This design comes from an exercise in tuning for small area on the open sky130 flow, not from production work.
Function not checked in this run: the RTL went through the layout flow alone.
No activity file was given, so power comes from the tool's default toggle rates.

===== design/flow/config.mk =====
export PLATFORM = sky130hd
export DESIGN_NAME = top_level
export DESIGN_NICKNAME = top_level
export VERILOG_FILES = /design/flow/design.v
export SDC_FILE = /design/flow/constraint.sdc
export NUM_CORES = 4
export LEC_CHECK = 0
export ABC_AREA = 1
export CAP_MARGIN = 20
export CORE_MARGIN = 2
export CORE_UTILIZATION = 75
export CTS_BUF_LIST = sky130_fd_sc_hd__clkbuf_8
export CTS_CLUSTER_DIAMETER = 60
export CTS_CLUSTER_SIZE = 18
export SLEW_MARGIN = 20

===== design/flow/flow/bubble.py =====
#!/usr/bin/env python3
"""Push inverters through full-adder cells of a mapped netlist.

A full adder is self-dual: FA(~a,~b,~c) = (~s, ~co). Flipping an adder
cell (complementing all its inputs and outputs) can remove inverters between
adders. The netlist keeps the same function; only inverter cells and the
connections of adder pins change. Every other cell keeps its connections.
usage: bubble.py in.v out.v"""
import re, sys, collections

src = open(sys.argv[1]).read()
FA = re.compile(r'sky130_fd_sc_hd__fa_\d+$')
INV = re.compile(r'sky130_fd_sc_hd__(clk)?inv_\d+$')

m = re.search(r'\bmodule\s+(\S+)\s*\((.*?)\);', src, re.S)
body_start = m.end()
end = src.rindex('endmodule')
body = src[body_start:end]

# split body into statements
stmts = [s.strip() for s in body.split(';')]
cells = []      # (type, name, [(pin, net)], raw)
others = []
for s in stmts:
    if not s:
        continue
    cm = re.match(r'(sky130_fd_sc_hd__\w+)\s+(\S+)\s*\((.*)\)\s*$', s, re.S)
    if cm:
        pins = re.findall(r'\.(\w+)\(\s*([^()]*?)\s*\)', cm.group(3))
        cells.append([cm.group(1), cm.group(2), pins])
    else:
        others.append(s)

OUTP = {'X', 'Y', 'Q', 'Q_N', 'SUM', 'COUT'}
drv = {}
for i, (t, n, pins) in enumerate(cells):
    for p, net in pins:
        if p in OUTP:
            drv[net] = (i, p)

def root(net):
    """follow inverters back: returns (root net, polarity)"""
    pol = 0
    seen = 0
    while net in drv and INV.match(cells[drv[net][0]][0]):
        i = drv[net][0]
        net = dict(cells[i][2])['A']
        pol ^= 1
        seen += 1
        if seen > 50:
            break
    return net, pol

fa_idx = [i for i, c in enumerate(cells) if FA.match(c[0])]
flip = {i: 0 for i in fa_idx}
# loads: list of (cell index, pin, root, required polarity wrt root before flips)
loads = []
for i, (t, n, pins) in enumerate(cells):
    if INV.match(t):
        continue
    for p, net in pins:
        if p in OUTP:
            continue
        r, pol = root(net)
        loads.append((i, p, r, pol))
# port / assign loads: nets used in 'assign' statements or module outputs
port_nets = set()
for s in others:
    if s.startswith('assign'):
        for tok in re.findall(r'[\\]?[\w\[\]\.$]+', s.split('=', 1)[1]):
            port_nets.add(tok)
hdr_outputs = set()
for s in others:
    om = re.match(r'output\s+(\[[^\]]*\]\s*)?(\S+)', s)
    if om:
        hdr_outputs.add(om.group(2))
fixed_need = collections.defaultdict(set)   # root -> set of polarities needed by fixed loads
for net in list(port_nets) + list(hdr_outputs):
    if net in drv:
        r, pol = root(net)
        fixed_need[r].add(pol)

by_root = collections.defaultdict(list)
for k, (i, p, r, pol) in enumerate(loads):
    by_root[r].append(k)
fa_out_root = {}
for i in fa_idx:
    for p, net in cells[i][2]:
        if p in ('SUM', 'COUT'):
            fa_out_root[net] = i

def phys(r):
    i = fa_out_root.get(r)
    return flip[i] if i is not None else 0

def need(k):
    i, p, r, pol = loads[k]
    if i in flip:
        return pol ^ flip[i]
    return pol

def root_cost(r):
    ph = phys(r)
    pols = {need(k) for k in by_root[r]} | fixed_need.get(r, set())
    return 1 if any(q != ph for q in pols) else 0

def fa_roots(i):
    rs = set()
    for p, net in cells[i][2]:
        if p in OUTP:
            rs.add(net)
        else:
            rs.add(root(net)[0])
    return rs

roots_of = {i: fa_roots(i) for i in fa_idx}
before = sum(root_cost(r) for r in set(by_root) | set(fixed_need))
improved = True
passes = 0
while improved and passes < 50:
    improved = False
    passes += 1
    for i in fa_idx:
        rs = roots_of[i]
        c0 = sum(root_cost(r) for r in rs)
        flip[i] ^= 1
        c1 = sum(root_cost(r) for r in rs)
        if c1 < c0:
            improved = True
        else:
            flip[i] ^= 1
after = sum(root_cost(r) for r in set(by_root) | set(fixed_need))
sys.stderr.write('inverter roots needed: %d -> %d, flipped %d of %d adders\n'
                 % (before, after, sum(flip.values()), len(fa_idx)))

# rebuild: remove all inverters whose outputs are only used via roots; create
# one inverter per root that needs one. Inverters driving fixed loads
# (ports/assigns) are rebuilt too.
new_cells = []
inv_net = {}
cnt = [0]
def inv_of(r):
    if r not in inv_net:
        cnt[0] += 1
        n = '_bp_n%d_' % cnt[0]
        inv_net[r] = n
        new_cells.append(['sky130_fd_sc_hd__inv_1', '_bp_inv%d_' % cnt[0], [('A', r), ('Y', n)]])
    return inv_net[r]

kept = []
for i, (t, n, pins) in enumerate(cells):
    if INV.match(t):
        continue
    newpins = []
    for p, net in pins:
        if p in OUTP:
            newpins.append((p, net))
            continue
        r, pol = root(net)
        q = pol ^ (flip[i] if i in flip else 0)
        newpins.append((p, r if q == phys(r) else inv_of(r)))
    kept.append([t, n, newpins])
# fixed loads on nets: those nets were driven by inverters; re-drive them.
extra = []
for s in others:
    pass
decl_wires = []
fixed_nets = {}
for net in list(port_nets) + list(hdr_outputs):
    if net in drv and INV.match(cells[drv[net][0]][0]):
        r, pol = root(net)
        src_net = r if pol == phys(r) else None
        if src_net is None:
            cnt[0] += 1
            extra.append(['sky130_fd_sc_hd__inv_1', '_bp_inv%d_' % cnt[0], [('A', r), ('Y', net)]])
        else:
            cnt[0] += 1
            extra.append(['sky130_fd_sc_hd__buf_1', '_bp_buf%d_' % cnt[0], [('A', r), ('X', net)]])
# nets that were driven by old inverters and still referenced only by
# non-cell statements are handled above. Wires for new nets:
for r, n in inv_net.items():
    decl_wires.append('wire %s' % n)

out = [src[:body_start]]
for s in others:
    out.append('  %s ;\n' % s)
for w in decl_wires:
    out.append('  %s ;\n' % w)
for t, n, pins in kept + new_cells + extra:
    out.append('  %s %s (%s);\n' % (t, n, ', '.join('.%s(%s )' % pp for pp in pins)))
out.append('endmodule\n')
open(sys.argv[2], 'w').write(''.join(out))

===== design/flow/standard.sh =====
#!/bin/bash
# synth_recipe.tcl (not shown) runs the flow's synth.tcl, then flattens the netlist and writes it again
# the make line also repeats each setting of config.mk as NAME=value (left out here)
make -C /OpenROAD-flow-scripts/flow DESIGN_CONFIG=/design/flow/config.mk WORK_HOME=/design/flow/orfs CLKGATE_MAP_FILE= SYNTH_SCRIPT=/design/flow/synth_recipe.tcl "${@:-finish}"

===== design/flow/constraint.sdc =====
create_clock -name core_clock -period 10.0 [get_ports {CLK100MHZ}]
set_input_delay 2.0000 -clock core_clock [delete_from_list [all_inputs] [get_ports {CLK100MHZ}]]
set_output_delay 2.0000 -clock core_clock [all_outputs]
set_load 0.01 [all_outputs]

===== design/flow/flow/abc_map.script =====
strash
&get -n
&deepsyn -T 30
&nf -R 1000 -p -F 10 -C 32
&put
topo
stime -c

===== design/flow/flow/run.sh =====
#!/bin/bash
# Layout flow: the standard flow with these changes:
# - synthesis skips the quick "abc -fast" pass at the end of Yosys's fine
#   stage, so that extract_fa sees the full adders of the RTL as written
#   (abc -fast restructures them and extract_fa then surrounds the adders it
#   finds with inverters);
# - the final technology mapping uses flow/abc_map.script, an area-oriented
#   ABC script, instead of ORFS's abc_area.script;
# - after synthesis, flow/bubble.py moves inverters across full-adder cells
#   (a full adder is self-dual), which removes some inverters; registers and
#   all other cells are untouched;
# - ports are buffered with sky130_fd_sc_hd__buf_1 instead of the delay
#   buffer buffer_ports picks by default.
# Everything else, including the naming and flattening of synth_recipe.tcl and
# all steps after synthesis, is the standard flow.
set -euo pipefail
W=$PWD
ABC_SCRIPT="$W/flow/abc_map.script"
R="$W/orfs/results/$FLOW_PLATFORM/top_level/base"
sed -e 's/synth -top \$::env(DESIGN_NAME) -run fine: {\*}\$synth_full_args/synth -top $::env(DESIGN_NAME) -run fine: -noabc {*}$synth_full_args/' \
    -e "s#^source \$::env(SCRIPTS_DIR)/synth_preamble.tcl\$#&\nset my_i [expr {[lsearch \$abc_args -script] + 1}]\nset abc_args [lreplace \$abc_args \$my_i \$my_i $ABC_SCRIPT]#" \
    "$FLOW_HOME/scripts/synth.tcl" > "$W/synth_custom.tcl"
grep -q -- '-run fine: -noabc' "$W/synth_custom.tcl" || { echo "could not patch synth.tcl (abc -fast)" >&2; exit 1; }
grep -q -- "$ABC_SCRIPT" "$W/synth_custom.tcl" || { echo "could not patch synth.tcl (abc script)" >&2; exit 1; }
sed "s#source \$::env(SCRIPTS_DIR)/synth.tcl#source $W/synth_custom.tcl#" synth_recipe.tcl > "$W/synth_recipe_custom.tcl"
grep -q "synth_custom.tcl" "$W/synth_recipe_custom.tcl" || { echo "could not patch synth_recipe.tcl" >&2; exit 1; }
MAKEVARS=(SYNTH_SCRIPT="$W/synth_recipe_custom.tcl" BUFFER_PORTS_ARGS="-buffer_cell sky130_fd_sc_hd__buf_1")
bash standard.sh "${MAKEVARS[@]}" "$R/1_2_yosys.v" > "$W/flow_synth.log" 2>&1
cp "$R/1_2_yosys.v" "$W/1_2_yosys_before_bubble.v"
python3 "$W/flow/bubble.py" "$W/1_2_yosys_before_bubble.v" "$R/1_2_yosys.v" > "$W/bubble.log" 2>&1
bash standard.sh "${MAKEVARS[@]}" finish > "$W/flow_make.log" 2>&1

===== design/flow/design.v =====
`timescale 1ns / 1ps
module prbs9(enable, o_bit, rst, clk);
    output  o_bit;
    input   enable;
    input   clk;
    input   rst;
    parameter SEED = 9'b110101010;
    reg [8:0] buffer;
    always @(posedge clk) begin
        if (rst)
            buffer <= SEED;
        else if (enable)
            buffer <= {buffer[0] ^ buffer[4], buffer[8:1]};
    end
    assign o_bit = buffer[0];
endmodule
`timescale 1ns / 1ps
module tx(i_tx, enable, o_tx, clk, rst);
    output [7:0] o_tx;
    input   i_tx;
    input   clk;
    input   rst;
    input   enable;
    reg [23:0] buffer_in;
    reg [1:0]  phase;
    reg        zero;
    always @(posedge clk) begin
        if (rst) begin
            buffer_in <= 24'd0;
            phase     <= 2'd3;
            zero      <= 1'b1;
        end else if (enable) begin
            buffer_in <= {i_tx, buffer_in[23:1]};
            phase     <= phase + 2'd1;
            zero      <= 1'b0;
        end
    end
    wire [7:0] t0 = (buffer_in[3] ? (buffer_in[7] ? (buffer_in[11] ? (buffer_in[15] ? (buffer_in[19] ? 8'h3e : 8'h3a) : (buffer_in[19] ? 8'h4c : 8'h48)) : (buffer_in[15] ? (buffer_in[19] ? 8'hae : 8'haa) : (buffer_in[19] ? 8'hbc : 8'hb8))) : (buffer_in[11] ? (buffer_in[15] ? (buffer_in[19] ? 8'h4c : 8'h48) : (buffer_in[19] ? 8'h5a : 8'h56)) : (buffer_in[15] ? (buffer_in[19] ? 8'hbc : 8'hb8) : (buffer_in[19] ? 8'hca : 8'hc6)))) : (buffer_in[7] ? (buffer_in[11] ? (buffer_in[15] ? (buffer_in[19] ? 8'h3a : 8'h36) : (buffer_in[19] ? 8'h48 : 8'h44)) : (buffer_in[15] ? (buffer_in[19] ? 8'haa : 8'ha6) : (buffer_in[19] ? 8'hb8 : 8'hb4))) : (buffer_in[11] ? (buffer_in[15] ? (buffer_in[19] ? 8'h48 : 8'h44) : (buffer_in[19] ? 8'h56 : 8'h52)) : (buffer_in[15] ? (buffer_in[19] ? 8'hb8 : 8'hb4) : (buffer_in[19] ? 8'hc6 : 8'hc2)))));
    wire [7:0] t1 = (buffer_in[0] ? (buffer_in[8] ? (buffer_in[12] ? (buffer_in[16] ? 8'h3b : 8'h51) : (buffer_in[16] ? 8'hbf : 8'hd5)) : (buffer_in[12] ? (buffer_in[16] ? 8'h27 : 8'h3d) : (buffer_in[16] ? 8'hab : 8'hc1))) : (buffer_in[8] ? (buffer_in[12] ? (buffer_in[16] ? 8'h3f : 8'h55) : (buffer_in[16] ? 8'hc3 : 8'hd9)) : (buffer_in[12] ? (buffer_in[16] ? 8'h2b : 8'h41) : (buffer_in[16] ? 8'haf : 8'hc5))));
    wire [7:0] t2 = (buffer_in[1] ? (buffer_in[5] ? (buffer_in[9] ? (buffer_in[13] ? (buffer_in[17] ? (buffer_in[21] ? 8'h3e : 8'h40) : (buffer_in[21] ? 8'h48 : 8'h4a)) : (buffer_in[17] ? (buffer_in[21] ? 8'hf4 : 8'hf6) : (buffer_in[21] ? 8'hfe : 8'h00))) : (buffer_in[13] ? (buffer_in[17] ? (buffer_in[21] ? 8'hf4 : 8'hf6) : (buffer_in[21] ? 8'hfe : 8'h00)) : (buffer_in[17] ? (buffer_in[21] ? 8'haa : 8'hac) : (buffer_in[21] ? 8'hb4 : 8'hb6)))) : (buffer_in[9] ? (buffer_in[13] ? (buffer_in[17] ? (buffer_in[21] ? 8'h48 : 8'h4a) : (buffer_in[21] ? 8'h52 : 8'h54)) : (buffer_in[17] ? (buffer_in[21] ? 8'hfe : 8'h00) : (buffer_in[21] ? 8'h08 : 8'h0a))) : (buffer_in[13] ? (buffer_in[17] ? (buffer_in[21] ? 8'hfe : 8'h00) : (buffer_in[21] ? 8'h08 : 8'h0a)) : (buffer_in[17] ? (buffer_in[21] ? 8'hb4 : 8'hb6) : (buffer_in[21] ? 8'hbe : 8'hc0))))) : (buffer_in[5] ? (buffer_in[9] ? (buffer_in[13] ? (buffer_in[17] ? (buffer_in[21] ? 8'h40 : 8'h42) : (buffer_in[21] ? 8'h4a : 8'h4c)) : (buffer_in[17] ? (buffer_in[21] ? 8'hf6 : 8'hf8) : (buffer_in[21] ? 8'h00 : 8'h02))) : (buffer_in[13] ? (buffer_in[17] ? (buffer_in[21] ? 8'hf6 : 8'hf8) : (buffer_in[21] ? 8'h00 : 8'h02)) : (buffer_in[17] ? (buffer_in[21] ? 8'hac : 8'hae) : (buffer_in[21] ? 8'hb6 : 8'hb8)))) : (buffer_in[9] ? (buffer_in[13] ? (buffer_in[17] ? (buffer_in[21] ? 8'h4a : 8'h4c) : (buffer_in[21] ? 8'h54 : 8'h56)) : (buffer_in[17] ? (buffer_in[21] ? 8'h00 : 8'h02) : (buffer_in[21] ? 8'h0a : 8'h0c))) : (buffer_in[13] ? (buffer_in[17] ? (buffer_in[21] ? 8'h00 : 8'h02) : (buffer_in[21] ? 8'h0a : 8'h0c)) : (buffer_in[17] ? (buffer_in[21] ? 8'hb6 : 8'hb8) : (buffer_in[21] ? 8'hc0 : 8'hc2))))));
    wire [7:0] t3 = (buffer_in[6] ? (buffer_in[10] ? (buffer_in[14] ? (buffer_in[22] ? 8'h3b : 8'h3f) : (buffer_in[22] ? 8'h27 : 8'h2b)) : (buffer_in[14] ? (buffer_in[22] ? 8'hbf : 8'hc3) : (buffer_in[22] ? 8'hab : 8'haf))) : (buffer_in[10] ? (buffer_in[14] ? (buffer_in[22] ? 8'h51 : 8'h55) : (buffer_in[22] ? 8'h3d : 8'h41)) : (buffer_in[14] ? (buffer_in[22] ? 8'hd5 : 8'hd9) : (buffer_in[22] ? 8'hc1 : 8'hc5))));
    wire [7:0] s = phase[1] ? (phase[0] ? t3 : t2) : (phase[0] ? t1 : t0);
    assign o_tx = zero ? 8'd0 : s;
endmodule
`timescale 1ns / 1ps
module rx(clk, rst, enable, i_rx, i_sw, o_rx);
    input clk;
    input rst;
    input enable;
    input signed [7:0] i_rx;
    input [1:0] i_sw;
    output reg o_rx;
    reg [1:0] down_counter;
    reg sgn;
    reg [7:0] s1;
    reg [7:0] s2;
    reg [7:0] s3;
    reg [7:0] s4;
    reg [7:0] s5;
    reg [7:0] s6;
    reg [7:0] s7;
    reg [7:0] s8;
    reg [7:0] s9;
    reg [7:0] s10;
    reg [7:0] s11;
    reg [7:0] s12;
    reg [7:0] s13;
    reg [7:0] s14;
    reg [7:0] s15;
    reg [7:0] s16;
    reg [7:0] s17;
    reg [7:0] s18;
    reg [7:0] s19;
    reg [7:0] s20;
    reg [7:0] s21;
    reg [7:0] s22;
    reg [7:0] s23;
    wire n1 = s6[0] ^ s18[0];
    wire n2 = s6[0] & s18[0];
    wire n3 = (s6[1] ^ s18[1]) ^ n2;
    wire n4 = (s6[1] & (s18[1] | n2)) | (s18[1] & n2);
    wire n5 = (s6[2] ^ s18[2]) ^ n4;
    wire n6 = (s6[2] & (s18[2] | n4)) | (s18[2] & n4);
    wire n7 = (s6[3] ^ s18[3]) ^ n6;
    wire n8 = (s6[3] & (s18[3] | n6)) | (s18[3] & n6);
    wire n9 = (s6[4] ^ s18[4]) ^ n8;
    wire n10 = (s6[4] & (s18[4] | n8)) | (s18[4] & n8);
    wire n11 = (s6[5] ^ s18[5]) ^ n10;
    wire n12 = (s6[5] & (s18[5] | n10)) | (s18[5] & n10);
    wire n13 = (s6[6] ^ s18[6]) ^ n12;
    wire n14 = (s6[6] & (s18[6] | n12)) | (s18[6] & n12);
    wire n15 = (s6[7] ^ s18[7]) ^ n14;
    wire n16 = (s6[7] & (s18[7] | n14)) | (s18[7] & n14);
    wire n17 = s7[0] ^ s17[0];
    wire n18 = s7[0] & s17[0];
    wire n19 = (s7[1] ^ s17[1]) ^ n18;
    wire n20 = (s7[1] & (s17[1] | n18)) | (s17[1] & n18);
    wire n21 = (s7[2] ^ s17[2]) ^ n20;
    wire n22 = (s7[2] & (s17[2] | n20)) | (s17[2] & n20);
    wire n23 = (s7[3] ^ s17[3]) ^ n22;
    wire n24 = (s7[3] & (s17[3] | n22)) | (s17[3] & n22);
    wire n25 = (s7[4] ^ s17[4]) ^ n24;
    wire n26 = (s7[4] & (s17[4] | n24)) | (s17[4] & n24);
    wire n27 = (s7[5] ^ s17[5]) ^ n26;
    wire n28 = (s7[5] & (s17[5] | n26)) | (s17[5] & n26);
    wire n29 = (s7[6] ^ s17[6]) ^ n28;
    wire n30 = (s7[6] & (s17[6] | n28)) | (s17[6] & n28);
    wire n31 = (s7[7] ^ s17[7]) ^ n30;
    wire n32 = (s7[7] & (s17[7] | n30)) | (s17[7] & n30);
    wire n33 = s8[0] ^ s16[0];
    wire n34 = s8[0] & s16[0];
    wire n35 = (s8[1] ^ s16[1]) ^ n34;
    wire n36 = (s8[1] & (s16[1] | n34)) | (s16[1] & n34);
    wire n37 = (s8[2] ^ s16[2]) ^ n36;
    wire n38 = (s8[2] & (s16[2] | n36)) | (s16[2] & n36);
    wire n39 = (s8[3] ^ s16[3]) ^ n38;
    wire n40 = (s8[3] & (s16[3] | n38)) | (s16[3] & n38);
    wire n41 = (s8[4] ^ s16[4]) ^ n40;
    wire n42 = (s8[4] & (s16[4] | n40)) | (s16[4] & n40);
    wire n43 = (s8[5] ^ s16[5]) ^ n42;
    wire n44 = (s8[5] & (s16[5] | n42)) | (s16[5] & n42);
    wire n45 = (s8[6] ^ s16[6]) ^ n44;
    wire n46 = (s8[6] & (s16[6] | n44)) | (s16[6] & n44);
    wire n47 = (s8[7] ^ s16[7]) ^ n46;
    wire n48 = (s8[7] & (s16[7] | n46)) | (s16[7] & n46);
    wire n49 = s9[0] ^ s15[0];
    wire n50 = s9[0] & s15[0];
    wire n51 = (s9[1] ^ s15[1]) ^ n50;
    wire n52 = (s9[1] & (s15[1] | n50)) | (s15[1] & n50);
    wire n53 = (s9[2] ^ s15[2]) ^ n52;
    wire n54 = (s9[2] & (s15[2] | n52)) | (s15[2] & n52);
    wire n55 = (s9[3] ^ s15[3]) ^ n54;
    wire n56 = (s9[3] & (s15[3] | n54)) | (s15[3] & n54);
    wire n57 = (s9[4] ^ s15[4]) ^ n56;
    wire n58 = (s9[4] & (s15[4] | n56)) | (s15[4] & n56);
    wire n59 = (s9[5] ^ s15[5]) ^ n58;
    wire n60 = (s9[5] & (s15[5] | n58)) | (s15[5] & n58);
    wire n61 = (s9[6] ^ s15[6]) ^ n60;
    wire n62 = (s9[6] & (s15[6] | n60)) | (s15[6] & n60);
    wire n63 = (s9[7] ^ s15[7]) ^ n62;
    wire n64 = (s9[7] & (s15[7] | n62)) | (s15[7] & n62);
    wire n65 = s10[0] ^ s14[0];
    wire n66 = s10[0] & s14[0];
    wire n67 = (s10[1] ^ s14[1]) ^ n66;
    wire n68 = (s10[1] & (s14[1] | n66)) | (s14[1] & n66);
    wire n69 = (s10[2] ^ s14[2]) ^ n68;
    wire n70 = (s10[2] & (s14[2] | n68)) | (s14[2] & n68);
    wire n71 = (s10[3] ^ s14[3]) ^ n70;
    wire n72 = (s10[3] & (s14[3] | n70)) | (s14[3] & n70);
    wire n73 = (s10[4] ^ s14[4]) ^ n72;
    wire n74 = (s10[4] & (s14[4] | n72)) | (s14[4] & n72);
    wire n75 = (s10[5] ^ s14[5]) ^ n74;
    wire n76 = (s10[5] & (s14[5] | n74)) | (s14[5] & n74);
    wire n77 = (s10[6] ^ s14[6]) ^ n76;
    wire n78 = (s10[6] & (s14[6] | n76)) | (s14[6] & n76);
    wire n79 = (s10[7] ^ s14[7]) ^ n78;
    wire n80 = (s10[7] & (s14[7] | n78)) | (s14[7] & n78);
    wire n81 = s11[0] ^ s13[0];
    wire n82 = s11[0] & s13[0];
    wire n83 = (s11[1] ^ s13[1]) ^ n82;
    wire n84 = (s11[1] & (s13[1] | n82)) | (s13[1] & n82);
    wire n85 = (s11[2] ^ s13[2]) ^ n84;
    wire n86 = (s11[2] & (s13[2] | n84)) | (s13[2] & n84);
    wire n87 = (s11[3] ^ s13[3]) ^ n86;
    wire n88 = (s11[3] & (s13[3] | n86)) | (s13[3] & n86);
    wire n89 = (s11[4] ^ s13[4]) ^ n88;
    wire n90 = (s11[4] & (s13[4] | n88)) | (s13[4] & n88);
    wire n91 = (s11[5] ^ s13[5]) ^ n90;
    wire n92 = (s11[5] & (s13[5] | n90)) | (s13[5] & n90);
    wire n93 = (s11[6] ^ s13[6]) ^ n92;
    wire n94 = (s11[6] & (s13[6] | n92)) | (s13[6] & n92);
    wire n95 = (s11[7] ^ s13[7]) ^ n94;
    wire n96 = (s11[7] & (s13[7] | n94)) | (s13[7] & n94);
    wire n97 = s1[3] ^ s23[3];
    wire n98 = s1[3] & s23[3];
    wire n99 = (s1[4] ^ s23[4]) ^ s2[5];
    wire n100 = (s1[4] & (s23[4] | s2[5])) | (s23[4] & s2[5]);
    wire n101 = s22[5] ^ s4[4];
    wire n102 = s22[5] & s4[4];
    wire n103 = (s1[5] ^ s23[5]) ^ s2[6];
    wire n104 = (s1[5] & (s23[5] | s2[6])) | (s23[5] & s2[6]);
    wire n105 = (s22[6] ^ s4[5]) ^ s20[5];
    wire n106 = (s22[6] & (s4[5] | s20[5])) | (s4[5] & s20[5]);
    wire n107 = n13 ^ n9;
    wire n108 = n13 & n9;
    wire n109 = (s1[6] ^ s23[6]) ^ s2[7];
    wire n110 = (s1[6] & (s23[6] | s2[7])) | (s23[6] & s2[7]);
    wire n111 = (s22[7] ^ s4[6]) ^ s20[6];
    wire n112 = (s22[7] & (s4[6] | s20[6])) | (s4[6] & s20[6]);
    wire n113 = (n15 ^ n11) ^ n31;
    wire n114 = (n15 & (n11 | n31)) | (n11 & n31);
    wire n115 = (s1[7] ^ s23[7]) ^ s4[7];
    wire n116 = (s1[7] & (s23[7] | s4[7])) | (s23[7] & s4[7]);
    wire n117 = (s20[7] ^ n16) ^ n13;
    wire n118 = (s20[7] & (n16 | n13)) | (n16 & n13);
    wire n119 = n32 ^ n31;
    wire n120 = n32 & n31;
    wire n121 = s1[0] ^ s23[0];
    wire n122 = s1[0] & s23[0];
    wire n123 = (s1[1] ^ s23[1]) ^ s2[2];
    wire n124 = (s1[1] & (s23[1] | s2[2])) | (s23[1] & s2[2]);
    wire n125 = (s22[2] ^ s4[1]) ^ s20[1];
    wire n126 = (s22[2] & (s4[1] | s20[1])) | (s4[1] & s20[1]);
    wire n127 = (s1[2] ^ s23[2]) ^ s2[3];
    wire n128 = (s1[2] & (s23[2] | s2[3])) | (s23[2] & s2[3]);
    wire n129 = (s22[3] ^ s4[2]) ^ s20[2];
    wire n130 = (s22[3] & (s4[2] | s20[2])) | (s4[2] & s20[2]);
    wire n131 = (n7 ^ n3) ^ n23;
    wire n132 = (n7 & (n3 | n23)) | (n3 & n23);
    wire n133 = (n21 ^ n17) ^ n33;
    wire n134 = (n21 & (n17 | n33)) | (n17 & n33);
    wire n135 = (n97 ^ s2[4]) ^ s22[4];
    wire n136 = (n97 & (s2[4] | s22[4])) | (s2[4] & s22[4]);
    wire n137 = (s4[3] ^ s20[3]) ^ n9;
    wire n138 = (s4[3] & (s20[3] | n9)) | (s20[3] & n9);
    wire n139 = (n5 ^ n25) ^ n23;
    wire n140 = (n5 & (n25 | n23)) | (n25 & n23);
    wire n141 = (n19 ^ n35) ^ n55;
    wire n142 = (n19 & (n35 | n55)) | (n35 & n55);
    wire n143 = (n51 ^ n73) ^ n69;
    wire n144 = (n51 & (n73 | n69)) | (n73 & n69);
    wire n145 = (n99 ^ n101) ^ s20[4];
    wire n146 = (n99 & (n101 | s20[4])) | (n101 & s20[4]);
    wire n147 = (n11 ^ n7) ^ n27;
    wire n148 = (n11 & (n7 | n27)) | (n7 & n27);
    wire n149 = (n25 ^ n21) ^ n37;
    wire n150 = (n25 & (n21 | n37)) | (n21 & n37);
    wire n151 = (n57 ^ n53) ^ n75;
    wire n152 = (n57 & (n53 | n75)) | (n53 & n75);
    wire n153 = (n71 ^ n65) ^ s12[2];
    wire n154 = (n71 & (n65 | s12[2])) | (n65 & s12[2]);
    wire n155 = n98 ^ n136;
    wire n156 = n98 & n136;
    wire n157 = (n103 ^ n105) ^ n107;
    wire n158 = (n103 & (n105 | n107)) | (n105 & n107);
    wire n159 = (n29 ^ n27) ^ n23;
    wire n160 = (n29 & (n27 | n23)) | (n27 & n23);
    wire n161 = (n39 ^ n59) ^ n55;
    wire n162 = (n39 & (n59 | n55)) | (n59 & n55);
    wire n163 = (n77 ^ n73) ^ n67;
    wire n164 = (n77 & (n73 | n67)) | (n73 & n67);
    wire n165 = (n81 ^ s12[3]) ^ s12[0];
    wire n166 = (n81 & (s12[3] | s12[0])) | (s12[3] & s12[0]);
    wire n167 = (n100 ^ n102) ^ n146;
    wire n168 = (n100 & (n102 | n146)) | (n102 & n146);
    wire n169 = (n109 ^ n111) ^ n113;
    wire n170 = (n109 & (n111 | n113)) | (n111 & n113);
    wire n171 = (n29 ^ n25) ^ n41;
    wire n172 = (n29 & (n25 | n41)) | (n25 & n41);
    wire n173 = (n61 ^ n57) ^ n79;
    wire n174 = (n61 & (n57 | n79)) | (n57 & n79);
    wire n175 = (n75 ^ n69) ^ n83;
    wire n176 = (n75 & (n69 | n83)) | (n69 & n83);
    wire n177 = (s12[4] ^ s12[1]) ^ n104;
    wire n178 = (s12[4] & (s12[1] | n104)) | (s12[1] & n104);
    wire n179 = (n106 ^ n108) ^ n158;
    wire n180 = (n106 & (n108 | n158)) | (n108 & n158);
    wire n181 = (n115 ^ n117) ^ n119;
    wire n182 = (n115 & (n117 | n119)) | (n117 & n119);
    wire n183 = (n27 ^ n43) ^ n63;
    wire n184 = (n27 & (n43 | n63)) | (n43 & n63);
    wire n185 = (n59 ^ n80) ^ n77;
    wire n186 = (n59 & (n80 | n77)) | (n80 & n77);
    wire n187 = (n71 ^ n85) ^ s12[5];
    wire n188 = (n71 & (n85 | s12[5])) | (n85 & s12[5]);
    wire n189 = (s12[2] ^ n110) ^ n112;
    wire n190 = (s12[2] & (n110 | n112)) | (n110 & n112);
    wire n191 = (n114 ^ n170) ^ n172;
    wire n192 = (n114 & (n170 | n172)) | (n170 & n172);
    wire n193 = (n15 ^ n32) ^ n29;
    wire n194 = (n15 & (n32 | n29)) | (n32 & n29);
    wire n195 = (n45 ^ n64) ^ n61;
    wire n196 = (n45 & (n64 | n61)) | (n64 & n61);
    wire n197 = (n79 ^ n73) ^ n87;
    wire n198 = (n79 & (n73 | n87)) | (n73 & n87);
    wire n199 = (s12[6] ^ s12[3]) ^ n116;
    wire n200 = (s12[6] & (s12[3] | n116)) | (s12[3] & n116);
    wire n201 = n16 ^ n31;
    wire n202 = n16 & n31;
    wire n203 = (n121 ^ s2[1]) ^ s22[1];
    wire n204 = (n121 & (s2[1] | s22[1])) | (s2[1] & s22[1]);
    wire n205 = (s4[0] ^ s20[0]) ^ n3;
    wire n206 = (s4[0] & (s20[0] | n3)) | (s20[0] & n3);
    wire n207 = (n123 ^ n125) ^ n5;
    wire n208 = (n123 & (n125 | n5)) | (n125 & n5);
    wire n209 = (n1 ^ n21) ^ n19;
    wire n210 = (n1 & (n21 | n19)) | (n21 & n19);
    wire n211 = (n51 ^ n69) ^ n65;
    wire n212 = (n51 & (n69 | n65)) | (n69 & n65);
    wire n213 = (n127 ^ n129) ^ n131;
    wire n214 = (n127 & (n129 | n131)) | (n129 & n131);
    wire n215 = (n133 ^ n53) ^ n49;
    wire n216 = (n133 & (n53 | n49)) | (n53 & n49);
    wire n217 = (n71 ^ n67) ^ s12[0];
    wire n218 = (n71 & (n67 | s12[0])) | (n67 & s12[0]);
    wire n219 = n124 ^ n126;
    wire n220 = n124 & n126;
    wire n221 = (n135 ^ n137) ^ n139;
    wire n222 = (n135 & (n137 | n139)) | (n137 & n139);
    wire n223 = (n141 ^ n143) ^ s12[1];
    wire n224 = (n141 & (n143 | s12[1])) | (n143 & s12[1]);
    wire n225 = (n128 ^ n130) ^ n132;
    wire n226 = (n128 & (n130 | n132)) | (n130 & n132);
    wire n227 = (n134 ^ n214) ^ n216;
    wire n228 = (n134 & (n214 | n216)) | (n214 & n216);
    wire n229 = (n145 ^ n147) ^ n149;
    wire n230 = (n145 & (n147 | n149)) | (n147 & n149);
    wire n231 = (n151 ^ n153) ^ n155;
    wire n232 = (n151 & (n153 | n155)) | (n153 & n155);
    wire n233 = (n138 ^ n140) ^ n142;
    wire n234 = (n138 & (n140 | n142)) | (n140 & n142);
    wire n235 = (n144 ^ n222) ^ n224;
    wire n236 = (n144 & (n222 | n224)) | (n222 & n224);
    wire n237 = (n157 ^ n159) ^ n161;
    wire n238 = (n157 & (n159 | n161)) | (n159 & n161);
    wire n239 = (n163 ^ n165) ^ n167;
    wire n240 = (n163 & (n165 | n167)) | (n165 & n167);
    wire n241 = (n148 ^ n150) ^ n152;
    wire n242 = (n148 & (n150 | n152)) | (n150 & n152);
    wire n243 = (n154 ^ n156) ^ n230;
    wire n244 = (n154 & (n156 | n230)) | (n156 & n230);
    wire n245 = (n169 ^ n171) ^ n173;
    wire n246 = (n169 & (n171 | n173)) | (n171 & n173);
    wire n247 = (n175 ^ n177) ^ n179;
    wire n248 = (n175 & (n177 | n179)) | (n177 & n179);
    wire n249 = (n160 ^ n162) ^ n164;
    wire n250 = (n160 & (n162 | n164)) | (n162 & n164);
    wire n251 = (n166 ^ n168) ^ n238;
    wire n252 = (n166 & (n168 | n238)) | (n168 & n238);
    wire n253 = (n181 ^ n183) ^ n185;
    wire n254 = (n181 & (n183 | n185)) | (n183 & n185);
    wire n255 = (n187 ^ n189) ^ n191;
    wire n256 = (n187 & (n189 | n191)) | (n189 & n191);
    wire n257 = (n174 ^ n176) ^ n178;
    wire n258 = (n174 & (n176 | n178)) | (n176 & n178);
    wire n259 = (n180 ^ n246) ^ n248;
    wire n260 = (n180 & (n246 | n248)) | (n246 & n248);
    wire n261 = (n193 ^ n195) ^ n197;
    wire n262 = (n193 & (n195 | n197)) | (n195 & n197);
    wire n263 = (n199 ^ n118) ^ n120;
    wire n264 = (n199 & (n118 | n120)) | (n118 & n120);
    wire n265 = (n182 ^ n184) ^ n186;
    wire n266 = (n182 & (n184 | n186)) | (n184 & n186);
    wire n267 = (n188 ^ n190) ^ n192;
    wire n268 = (n188 & (n190 | n192)) | (n190 & n192);
    wire n269 = (n201 ^ n47) ^ n63;
    wire n270 = (n201 & (n47 | n63)) | (n47 & n63);
    wire n271 = (n80 ^ n75) ^ n89;
    wire n272 = (n80 & (n75 | n89)) | (n75 & n89);
    wire n273 = (s12[7] ^ s12[4]) ^ n194;
    wire n274 = (s12[7] & (s12[4] | n194)) | (s12[4] & n194);
    wire n275 = (n196 ^ n198) ^ n200;
    wire n276 = (n196 & (n198 | n200)) | (n198 & n200);
    wire n277 = (n32 ^ n48) ^ n64;
    wire n278 = (n32 & (n48 | n64)) | (n48 & n64);
    wire n279 = n77 ^ n91;
    wire n280 = n77 & n91;
    wire n281 = s2[0] ^ s22[0];
    wire n282 = s2[0] & s22[0];
    wire n283 = (n203 ^ n205) ^ n19;
    wire n284 = (n203 & (n205 | n19)) | (n205 & n19);
    wire n285 = (n17 ^ n49) ^ n67;
    wire n286 = (n17 & (n49 | n67)) | (n49 & n67);
    wire n287 = (n207 ^ n209) ^ n211;
    wire n288 = (n207 & (n209 | n211)) | (n209 & n211);
    wire n289 = (n122 ^ n204) ^ n206;
    wire n290 = (n122 & (n204 | n206)) | (n204 & n206);
    wire n291 = n284 ^ n286;
    wire n292 = n284 & n286;
    wire n293 = (n213 ^ n215) ^ n217;
    wire n294 = (n213 & (n215 | n217)) | (n215 & n217);
    wire n295 = (n219 ^ n208) ^ n210;
    wire n296 = (n219 & (n208 | n210)) | (n208 & n210);
    wire n297 = (n212 ^ n288) ^ n290;
    wire n298 = (n212 & (n288 | n290)) | (n288 & n290);
    wire n299 = (n221 ^ n223) ^ n225;
    wire n300 = (n221 & (n223 | n225)) | (n223 & n225);
    wire n301 = (n227 ^ n218) ^ n220;
    wire n302 = (n227 & (n218 | n220)) | (n218 & n220);
    wire n303 = (n294 ^ n296) ^ n298;
    wire n304 = (n294 & (n296 | n298)) | (n296 & n298);
    wire n305 = (n229 ^ n231) ^ n233;
    wire n306 = (n229 & (n231 | n233)) | (n231 & n233);
    wire n307 = (n235 ^ n226) ^ n228;
    wire n308 = (n235 & (n226 | n228)) | (n226 & n228);
    wire n309 = (n300 ^ n302) ^ n304;
    wire n310 = (n300 & (n302 | n304)) | (n302 & n304);
    wire n311 = (n237 ^ n239) ^ n241;
    wire n312 = (n237 & (n239 | n241)) | (n239 & n241);
    wire n313 = (n243 ^ n232) ^ n234;
    wire n314 = (n243 & (n232 | n234)) | (n232 & n234);
    wire n315 = (n236 ^ n306) ^ n308;
    wire n316 = (n236 & (n306 | n308)) | (n306 & n308);
    wire n317 = (n245 ^ n247) ^ n249;
    wire n318 = (n245 & (n247 | n249)) | (n247 & n249);
    wire n319 = (n251 ^ n240) ^ n242;
    wire n320 = (n251 & (n240 | n242)) | (n240 & n242);
    wire n321 = (n244 ^ n312) ^ n314;
    wire n322 = (n244 & (n312 | n314)) | (n312 & n314);
    wire n323 = (n253 ^ n255) ^ n257;
    wire n324 = (n253 & (n255 | n257)) | (n255 & n257);
    wire n325 = (n259 ^ n250) ^ n252;
    wire n326 = (n259 & (n250 | n252)) | (n250 & n252);
    wire n327 = (n318 ^ n320) ^ n322;
    wire n328 = (n318 & (n320 | n322)) | (n320 & n322);
    wire n329 = (n261 ^ n263) ^ n265;
    wire n330 = (n261 & (n263 | n265)) | (n263 & n265);
    wire n331 = (n267 ^ n254) ^ n256;
    wire n332 = (n267 & (n254 | n256)) | (n254 & n256);
    wire n333 = (n258 ^ n260) ^ n324;
    wire n334 = (n258 & (n260 | n324)) | (n260 & n324);
    wire n335 = (n269 ^ n271) ^ n273;
    wire n336 = (n269 & (n271 | n273)) | (n271 & n273);
    wire n337 = (n275 ^ n262) ^ n264;
    wire n338 = (n275 & (n262 | n264)) | (n262 & n264);
    wire n339 = (n266 ^ n268) ^ n330;
    wire n340 = (n266 & (n268 | n330)) | (n268 & n330);
    wire n341 = (n277 ^ n279) ^ s12[5];
    wire n342 = (n277 & (n279 | s12[5])) | (n279 & s12[5]);
    wire n343 = (n202 ^ n270) ^ n272;
    wire n344 = (n202 & (n270 | n272)) | (n270 & n272);
    wire n345 = (n274 ^ n276) ^ n336;
    wire n346 = (n274 & (n276 | n336)) | (n276 & n336);
    wire n347 = (n79 ^ n93) ^ s12[6];
    wire n348 = (n79 & (n93 | s12[6])) | (n93 & s12[6]);
    wire n349 = (n281 ^ n1) ^ n17;
    wire n350 = (n281 & (n1 | n17)) | (n1 & n17);
    wire n351 = (n283 ^ n285) ^ n282;
    wire n352 = (n283 & (n285 | n282)) | (n285 & n282);
    wire n353 = (n287 ^ n289) ^ n291;
    wire n354 = (n287 & (n289 | n291)) | (n289 & n291);
    wire n355 = n352 ^ n350;
    wire n356 = n352 & n350;
    wire n357 = (n293 ^ n295) ^ n297;
    wire n358 = (n293 & (n295 | n297)) | (n295 & n297);
    wire n359 = (n292 ^ n354) ^ n356;
    wire n360 = (n292 & (n354 | n356)) | (n354 & n356);
    wire n361 = (n299 ^ n301) ^ n303;
    wire n362 = (n299 & (n301 | n303)) | (n301 & n303);
    wire n363 = n358 ^ n360;
    wire n364 = n358 & n360;
    wire n365 = (n305 ^ n307) ^ n309;
    wire n366 = (n305 & (n307 | n309)) | (n307 & n309);
    wire n367 = n362 ^ n364;
    wire n368 = n362 & n364;
    wire n369 = (n311 ^ n313) ^ n315;
    wire n370 = (n311 & (n313 | n315)) | (n313 & n315);
    wire n371 = (n310 ^ n366) ^ n368;
    wire n372 = (n310 & (n366 | n368)) | (n366 & n368);
    wire n373 = (n317 ^ n319) ^ n321;
    wire n374 = (n317 & (n319 | n321)) | (n319 & n321);
    wire n375 = (n316 ^ n370) ^ n372;
    wire n376 = (n316 & (n370 | n372)) | (n370 & n372);
    wire n377 = (n323 ^ n325) ^ n327;
    wire n378 = (n323 & (n325 | n327)) | (n325 & n327);
    wire n379 = n374 ^ n376;
    wire n380 = n374 & n376;
    wire n381 = (n329 ^ n331) ^ n333;
    wire n382 = (n329 & (n331 | n333)) | (n331 & n333);
    wire n383 = (n326 ^ n328) ^ n378;
    wire n384 = (n326 & (n328 | n378)) | (n328 & n378);
    wire n385 = (n335 ^ n337) ^ n339;
    wire n386 = (n335 & (n337 | n339)) | (n337 & n339);
    wire n387 = (n332 ^ n334) ^ n382;
    wire n388 = (n332 & (n334 | n382)) | (n334 & n382);
    wire n389 = (n341 ^ n343) ^ n345;
    wire n390 = (n341 & (n343 | n345)) | (n343 & n345);
    wire n391 = (n338 ^ n340) ^ n386;
    wire n392 = (n338 & (n340 | n386)) | (n340 & n386);
    wire n393 = (n347 ^ n278) ^ n280;
    wire n394 = (n347 & (n278 | n280)) | (n278 & n280);
    wire n395 = (n342 ^ n344) ^ n346;
    wire n396 = (n342 & (n344 | n346)) | (n344 & n346);
    wire n397 = (n80 ^ n95) ^ s12[7];
    wire n398 = (n80 & (n95 | s12[7])) | (n95 & s12[7]);
    wire n399 = n349 ^ n65;
    wire n400 = n349 & n65;
    wire n401 = (n350 ^ n35) ^ n81;
    wire n402 = (n350 & (n35 | n81)) | (n35 & n81);
    wire n403 = (n37 ^ n83) ^ n402;
    wire n404 = (n37 & (n83 | n402)) | (n83 & n402);
    wire n405 = n353 ^ n355;
    wire n406 = n353 & n355;
    wire n407 = (n357 ^ n359) ^ n406;
    wire n408 = (n357 & (n359 | n406)) | (n359 & n406);
    wire n409 = n39 ^ n85;
    wire n410 = n39 | n85;
    wire n411 = (n361 ^ n363) ^ n408;
    wire n412 = (n361 & (n363 | n408)) | (n363 & n408);
    wire n413 = (n41 ^ n87) ^ n410;
    wire n414 = (n41 & (n87 | n410)) | (n87 & n410);
    wire n415 = (n365 ^ n367) ^ n412;
    wire n416 = (n365 & (n367 | n412)) | (n367 & n412);
    wire n417 = (n43 ^ n89) ^ n414;
    wire n418 = (n43 & (n89 | n414)) | (n89 & n414);
    wire n419 = (n369 ^ n371) ^ n416;
    wire n420 = (n369 & (n371 | n416)) | (n371 & n416);
    wire n421 = n45 ^ n91;
    wire n422 = n45 | n91;
    wire n423 = (n373 ^ n375) ^ n420;
    wire n424 = (n373 & (n375 | n420)) | (n375 & n420);
    wire n425 = n47 ^ n93;
    wire n426 = n47 | n93;
    wire n427 = (n377 ^ n379) ^ n424;
    wire n428 = (n377 & (n379 | n424)) | (n379 & n424);
    wire n429 = (n48 ^ n95) ^ n426;
    wire n430 = (n48 & (n95 | n426)) | (n95 & n426);
    wire n431 = (n381 ^ n383) ^ n380;
    wire n432 = (n381 & (n383 | n380)) | (n383 & n380);
    wire n433 = n96 ^ n430;
    wire n434 = n96 | n430;
    wire n435 = (n385 ^ n387) ^ n384;
    wire n436 = (n385 & (n387 | n384)) | (n387 & n384);
    wire n437 = (n389 ^ n391) ^ n388;
    wire n438 = (n389 & (n391 | n388)) | (n391 & n388);
    wire n439 = n436 ^ n432;
    wire n440 = n436 & n432;
    wire n441 = (n393 ^ n395) ^ n390;
    wire n442 = (n393 & (n395 | n390)) | (n395 & n390);
    wire n443 = n392 ^ n438;
    wire n444 = n392 & n438;
    wire n445 = (n397 ^ n348) ^ n394;
    wire n446 = (n397 & (n348 | n394)) | (n348 & n394);
    wire n447 = n396 ^ n442;
    wire n448 = n396 & n442;
    wire n449 = (n96 ^ n398) ^ n446;
    wire n450 = (n96 & (n398 | n446)) | (n398 & n446);
    wire n451 = (n351 ^ n400) ^ n399;
    wire n452 = (n351 & (n400 | n399)) | (n400 & n399);
    wire n453 = n405 ^ n452;
    wire n454 = n405 | n452;
    wire n455 = (n407 ^ n409) ^ n454;
    wire n456 = (n407 & (n409 | n454)) | (n409 & n454);
    wire n457 = n411 ^ n456;
    wire n458 = n411 | n456;
    wire n459 = n415 ^ n458;
    wire n460 = n415 | n458;
    wire n461 = (n419 ^ n421) ^ n460;
    wire n462 = (n419 & (n421 | n460)) | (n421 & n460);
    wire n463 = (n423 ^ n425) ^ n462;
    wire n464 = (n423 & (n425 | n462)) | (n425 & n462);
    wire n465 = n427 ^ n464;
    wire n466 = n427 | n464;
    wire n467 = (n431 ^ n433) ^ n428;
    wire n468 = (n431 & (n433 | n428)) | (n433 & n428);
    wire n469 = ~n435;
    wire n470 = (n432 ^ n434) ^ n469;
    wire n471 = (n432 & (n434 | n469)) | (n434 & n469);
    wire n472 = n437 ^ n439;
    wire n473 = n437 | n439;
    wire n474 = (n441 ^ n443) ^ n440;
    wire n475 = (n441 & (n443 | n440)) | (n443 & n440);
    wire n476 = (n445 ^ n447) ^ n444;
    wire n477 = (n445 & (n447 | n444)) | (n447 & n444);
    wire n478 = (n449 ^ n448) ^ n477;
    wire n479 = (n449 & (n448 | n477)) | (n448 & n477);
    wire n480 = n399 ^ n33;
    wire n481 = n399 | n33;
    wire n482 = ~n451;
    wire n483 = (n482 ^ n401) ^ n481;
    wire n484 = (n482 & (n401 | n481)) | (n401 & n481);
    wire n485 = (n453 ^ n403) ^ n484;
    wire n486 = (n453 & (n403 | n484)) | (n403 & n484);
    wire n487 = ~n455;
    wire n488 = (n487 ^ n404) ^ n486;
    wire n489 = (n487 & (n404 | n486)) | (n404 & n486);
    wire n490 = (n457 ^ n413) ^ n489;
    wire n491 = (n457 & (n413 | n489)) | (n413 & n489);
    wire n492 = (n459 ^ n417) ^ n491;
    wire n493 = (n459 & (n417 | n491)) | (n417 & n491);
    wire n494 = ~n461;
    wire n495 = (n494 ^ n418) ^ n493;
    wire n496 = (n494 & (n418 | n493)) | (n418 & n493);
    wire n497 = ~n463;
    wire n498 = (n497 ^ n422) ^ n496;
    wire n499 = (n497 & (n422 | n496)) | (n422 & n496);
    wire n500 = (n465 ^ n429) ^ n499;
    wire n501 = (n465 & (n429 | n499)) | (n429 & n499);
    wire n502 = ~n501;
    wire n503 = (n467 ^ n466) ^ n502;
    wire n504 = (n467 & (n466 | n502)) | (n466 & n502);
    wire n505 = ~n470;
    wire n506 = (n505 ^ n468) ^ n504;
    wire n507 = (n505 & (n468 | n504)) | (n468 & n504);
    wire n508 = ~n507;
    wire n509 = (n472 ^ n471) ^ n508;
    wire n510 = (n472 & (n471 | n508)) | (n471 & n508);
    wire n511 = ~n510;
    wire n512 = (n474 ^ n473) ^ n511;
    wire n513 = (n474 & (n473 | n511)) | (n473 & n511);
    wire n514 = (n476 ^ n475) ^ n513;
    wire n515 = (n476 & (n475 | n513)) | (n475 & n513);
    wire n516 = n478 ^ n515;
    wire n517 = n478 | n515;
    wire neg = n450 ^ n479 ^ n517;
    always @(posedge clk) begin
        if (rst) begin
            s1 <= 8'h7f;
            s2 <= 8'h7f;
            s3 <= 8'h7f;
            s4 <= 8'h80;
            s5 <= 8'h80;
            s6 <= 8'h7f;
            s7 <= 8'h7f;
            s8 <= 8'h7f;
            s9 <= 8'h80;
            s10 <= 8'h80;
            s11 <= 8'h80;
            s12 <= 8'h80;
            s13 <= 8'h80;
            s14 <= 8'h80;
            s15 <= 8'h80;
            s16 <= 8'h7f;
            s17 <= 8'h7f;
            s18 <= 8'h7f;
            s19 <= 8'h7f;
            s20 <= 8'h80;
            s21 <= 8'h80;
            s22 <= 8'h7f;
            s23 <= 8'h7f;
            sgn <= 1'b0;
            o_rx <= 1'b0;
            down_counter <= 2'd0;
        end else if (enable) begin
            s1 <= i_rx ^ 8'h7f;
            s2 <= s1;
            s3 <= s2;
            s4 <= s3 ^ 8'hff;
            s5 <= s4;
            s6 <= s5 ^ 8'hff;
            s7 <= s6;
            s8 <= s7;
            s9 <= s8 ^ 8'hff;
            s10 <= s9;
            s11 <= s10;
            s12 <= s11;
            s13 <= s12;
            s14 <= s13;
            s15 <= s14;
            s16 <= s15 ^ 8'hff;
            s17 <= s16;
            s18 <= s17;
            s19 <= s18;
            s20 <= s19 ^ 8'hff;
            s21 <= s20;
            s22 <= s21 ^ 8'hff;
            s23 <= s22;
            sgn <= neg;
            down_counter <= down_counter + 2'd1;
            if (down_counter == i_sw)
                o_rx <= ~sgn;
        end
    end
endmodule
`timescale 1ns / 1ps
module ber(clk, rst, enable, clk_count, i_prbs, i_rx, o_err);
    input  clk;
    input  rst;
    input  enable;
    input  [1:0] clk_count;
    input  i_prbs;
    input  i_rx;
    output o_err;
    reg [512:0] ring;
    reg [3:0] cap;
    reg       o_error;
    reg [8:0] count;
    reg       started;
    reg       error;
    reg [8:0] ber_shift;
    assign o_err = o_error;
    wire [31:0] taps;
    genvar g;
    generate
        for (g = 0; g < 32; g = g + 1) begin : g_tap
            assign taps[g] = ring[16*g];
        end
    endgenerate
    wire       tap    = taps[ber_shift[6:2]];
    wire [1:0] wslot  = count[1:0] - 2'd1;
    wire [1:0] rslot  = count[1:0] - ber_shift[1:0] - 2'd1;
    wire       now    = (ber_shift[1:0] == 2'd0) & (ber_shift[8:7] == 2'd3);
    wire       hist   = now ? tap : cap[rslot];
    wire       valid  = started;
    wire       miss   = (valid & hist) ^ i_prbs;
    wire       last   = (ber_shift == ~count);
    always @(posedge clk) begin
        ring <= {ring[511:0], enable ? i_rx : ring[512]};
        if (clk_count == {~ber_shift[8], ber_shift[7]})
            cap[wslot] <= tap;
    end
    always @(posedge clk) begin
        if (rst) begin
            o_error   <= 1'b0;
            count     <= 9'd0;
            started   <= 1'b0;
            error     <= 1'b0;
            ber_shift <= 9'd0;
        end else if (enable) begin
            count <= count + 9'd1;
            started <= 1'b1;
            error <= error | miss;
            if (last) begin
                if (!error) begin
                    o_error <= 1'b1;
                    error   <= miss;
                end else begin
                    ber_shift <= ber_shift + 9'd1;
                    error     <= 1'b0;
                    o_error   <= 1'b0;
                end
            end
        end
    end
endmodule
`timescale 1ns / 1ps
module top_level(
                rst,
                CLK100MHZ,
                i_switch,
                o_led,
                o_tx,
                o_rx
                );
    input       rst;
    input       CLK100MHZ;
    input [3:0] i_switch;
    output      o_led;
    output [7:0] o_tx;
    output      o_rx;
    parameter SEED   = 9'b110101010;
    wire        o_prbs;
    wire        reset;
    reg [1:0]   clk_count;
    reg         enable;
    assign reset  = ~rst;
    always @(posedge CLK100MHZ) begin
        if (reset) begin
            clk_count <= 2'd0;
            enable    <= 1'b0;
        end else begin
            clk_count <= clk_count + 2'd1;
            enable    <= (clk_count == 2'd0);
        end
    end
    prbs9 #(.SEED(SEED)) prbs_r(
        .clk   (CLK100MHZ),
        .enable(enable),
        .rst   (reset),
        .o_bit (o_prbs)
    );
    tx tx_r(
        .clk   (CLK100MHZ),
        .rst   (reset),
        .enable(i_switch[0]),
        .i_tx  (o_prbs),
        .o_tx  (o_tx)
    );
    rx rx_r(
        .clk   (CLK100MHZ),
        .rst   (reset),
        .enable(i_switch[1]),
        .i_rx  (o_tx),
        .i_sw  (i_switch[2:1]),
        .o_rx  (o_rx)
    );
    ber ber_r(
        .clk      (CLK100MHZ),
        .rst      (reset),
        .enable   (enable),
        .clk_count(clk_count),
        .i_prbs   (o_prbs),
        .i_rx     (o_rx),
        .o_err    (o_led)
    );
endmodule

==> flow_metrics.tcl <==
set metrics [dict create \
    grt_start_max_net_pins 99 \
    seq_area_um2 15400 \
    cts_tree "yes" \
    startpoint_type "flip-flop" \
    die_w_um 182 \
    syn_avg_cell_area_um2 14.7 \
    worstSkewPairLatency_ns 0.64 \
    ant_nets 0 \
    clock_skew_ns 0.0413 \
    grt_use_met1_pct 37.4 \
    ir_drop_mv 0.201 \
    power_density_nw_per_um2 196 \
    drc_errors 0 \
    wire_per_inst_um 21.3 \
    cts_buffers 51 \
    rows 65 \
    grt_pass1_wl_um 72800 \
    use_met2_pct 48.3 \
    finalMaxSlewViolations 0 \
    tightest_slew_ns 1.14 \
    grtUsageMet3_pct 4.61 \
    vias 12500 \
    antenna_found_initial 1 \
    leakagePower_uw 0.00979 \
    syn_inst 1614 \
    dp_hpwl_um 30200 \
    ios 16 \
    vias_per_cell 5.92 \
    die-area_um2 33000 \
    timing.final.ws_setup_ns 0.335 \
    rsz0062_at_grt "false" \
    dpl_cell_area_um2 24400 \
    grt_pass1_vias 13500 \
    hp-class "reg -> reg" \
    fin_area_um2 25300 \
    cts_num_sinks 765 \
    finalWirelength_um 45000 \
    critPathMaxFanout 2 \
    critPathKind "reg -> reg" \
    status "finished clean" \
    core_area_um2 31300 \
    place_congestion 0.878 \
    post-route-util_pct 80.9 \
    clkTransAtPathRegs_ns 0.11 \
    required_ns 10.51 \
    dr.pass1.iters 5 \
    drv_cap 0 \
    end_kind "flip-flop" \
    place_ws_ns -0.238 \
    clock.fmax_mhz 103 \
    initial_core_util_pct 75.7 \
    slew_headroom_pct 23.0 \
    clk_path_buf_depth 3 \
    hold_viol 0 \
    worst_ep_arrival_time_ns 10.17 \
    port_buffers 14 \
    gr-max-usage-layer "met2" \
    drtIter0Drc 820 \
    drive_above_1_share_pct 5.68 \
    groute.usage.overall_pct 28.7 \
    fin_nets 1958 \
    multiInputGateArea_um2 8230 \
    nFillCells 1609 \
    min_period_over_period_pct 96.6 \
    finalSetupViolCount 0 \
    die_h_um 182 \
    areaGrowthSynthToFinish_pct 6.88 \
    fin_crit_ns 9.66 \
    cts-root-buf "clkbuf_8" \
    syn_nets 1871 \
    synth_warnings 5 \
    cts_max_level 2 \
    tns_ns 0 \
    timing.hold.ws_ns 0.325 \
    syn_area_um2 23700 \
    grt.overflow.total 0 \
]
-- per-layer routing --
layer	share of wire [%]	vias up	wire length [um]
met5	0	-	0
met4	4.4	0	1980
met3	4.6	156	2090
met2	49	377	22200
met1	42	6296	18700
li1	-	5690	-
-- critical path, cell delays in order (launching register included) --
cell and delay [ns]:
dfxtp_1 0.33, ha_1 0.22, fa_1 0.46, fa_2 0.41
fa_2 0.41, fa_2 0.42, fa_2 0.42, fa_1 0.44
fa_2 0.57, fa_1 0.45, fa_1 0.45, fa_1 0.53
fa_1 0.44, fa_2 0.38, fa_1 0.47, fa_2 0.41
fa_1 0.56, fa_1 0.44, fa_1 0.59, o22ai_1 0.11
o221a_1 0.21, a21oi_1 0.12, a21oi_1 0.06, o21ai_1 0.16
xor2_1 0.19, buf_4 0.13, a21oi_1 0.06, a21o_1 0.15
-- registers in the layout, summed over array words and instances (netlist names), 9 cells and up --
signal,count
ber_r.count,9
ber_r.ber_shift,9
prbs_r.buffer,9
ber_r.ring,513
tx_r.buffer_in,24
-- report_power, final --
| group | switching, uW | internal [uW] | leakage [uW] |
|---|---|---|---|
| clock | 914 | 511 | 0.000438 |
| combinational | 240 | 185 | 0.00318 |
| sequential | 29.9 | 3080 | 0.00618 |
| total | 1180 | 3770 | 0.00979 |
-- worst paths after layout --
check	from	end	slack, ns	depth (start not counted)
worst max register to register	rx_r.s17[0]$_SDFFE_PN1P_	rx_r.sgn$_SDFFE_PN0P_	0.34	27
worst min-delay path	ber_r.ring[510]$_DFF_P_	ber_r.ring[511]$_DFF_P_	0.33	0
worst max-delay path	rx_r.s17[0]$_SDFFE_PN1P_	rx_r.sgn$_SDFFE_PN0P_	0.34	27
worst min register to register	ber_r.ring[510]$_DFF_P_	ber_r.ring[511]$_DFF_P_	0.33	0
-- cell usage in the layout, fill, tap and decap left out, types with 5 or more instances in the layout --
cell,n
a21oi_1,64
a22o_1,92
a31oi_1,7
and2_0,6
and3_1,5
buf_1,14
buf_4,19
clkbuf_8,51
dfxtp_1,761
fa_1,192
fa_2,12
ha_1,47
inv_1,43
nand2_1,56
nand2b_1,9
nand3_1,6
nor2_1,82
nor2b_1,8
nor3_1,16
o21ai_0,53
o22a_1,67
o22ai_1,14
xnor2_1,9
xor2_1,5
-- through the flow --
step	power, uW	cells
final	4960	2113
after global routing	5130	2111
after CTS	4960	2108
after detailed placement	3560	2046
after global placement	3540	2046
after floorplan	3460	1614
-- what timing repair did --
action                     CTS  global route
setup endpoints to repair    1             1
hold buffers                 0             0
setup buffers                1             2
pin swaps                    2             8
resized for setup            7             6
cloned                       0             0
-- final cells by class --
cell class / count / area share (%)
Multi-Input combinational cell: 807 / 32.5
Antenna cell: 2 / 0.0198
Clock inverter: 10 / 0.578
Clock buffer: 51 / 2.77
Sequential cell: 765 / 60.6
Tap cell: 402 / 1.99
Timing Repair Buffer: 34 / 0.880
Inverter: 42 / 0.623

==> what the ideal ports hide <==
The flow's constraints put no driver on any port. The routed layout listed below was extracted and timed again, unchanged, in two steps.
Step 1, drivers: a clkbuf_16 drives CLK100MHZ and a buf_2 each remaining input, both assumed.
Step 2 moves the port delays by t, midway between the first and last clock arrival at a register: inputs arrive t later, outputs are due t later. That takes back most of the time a late clock gives input paths.
Three values: no drivers, after step 1, after step 2; two values: the first two.
t (ns): 0.668
setup WS [ns]: 0.335 / 0.335 / 0.335
hold slack, ns: 0.325 / 0.325 / 0.325
worst register clock-pin slew, ns: 0.12 / 0.12
After both steps this run still meets setup and hold. For this run, drivers alone change the setup slack by 0.000 ns; drivers and shift together by 0.000 ns.
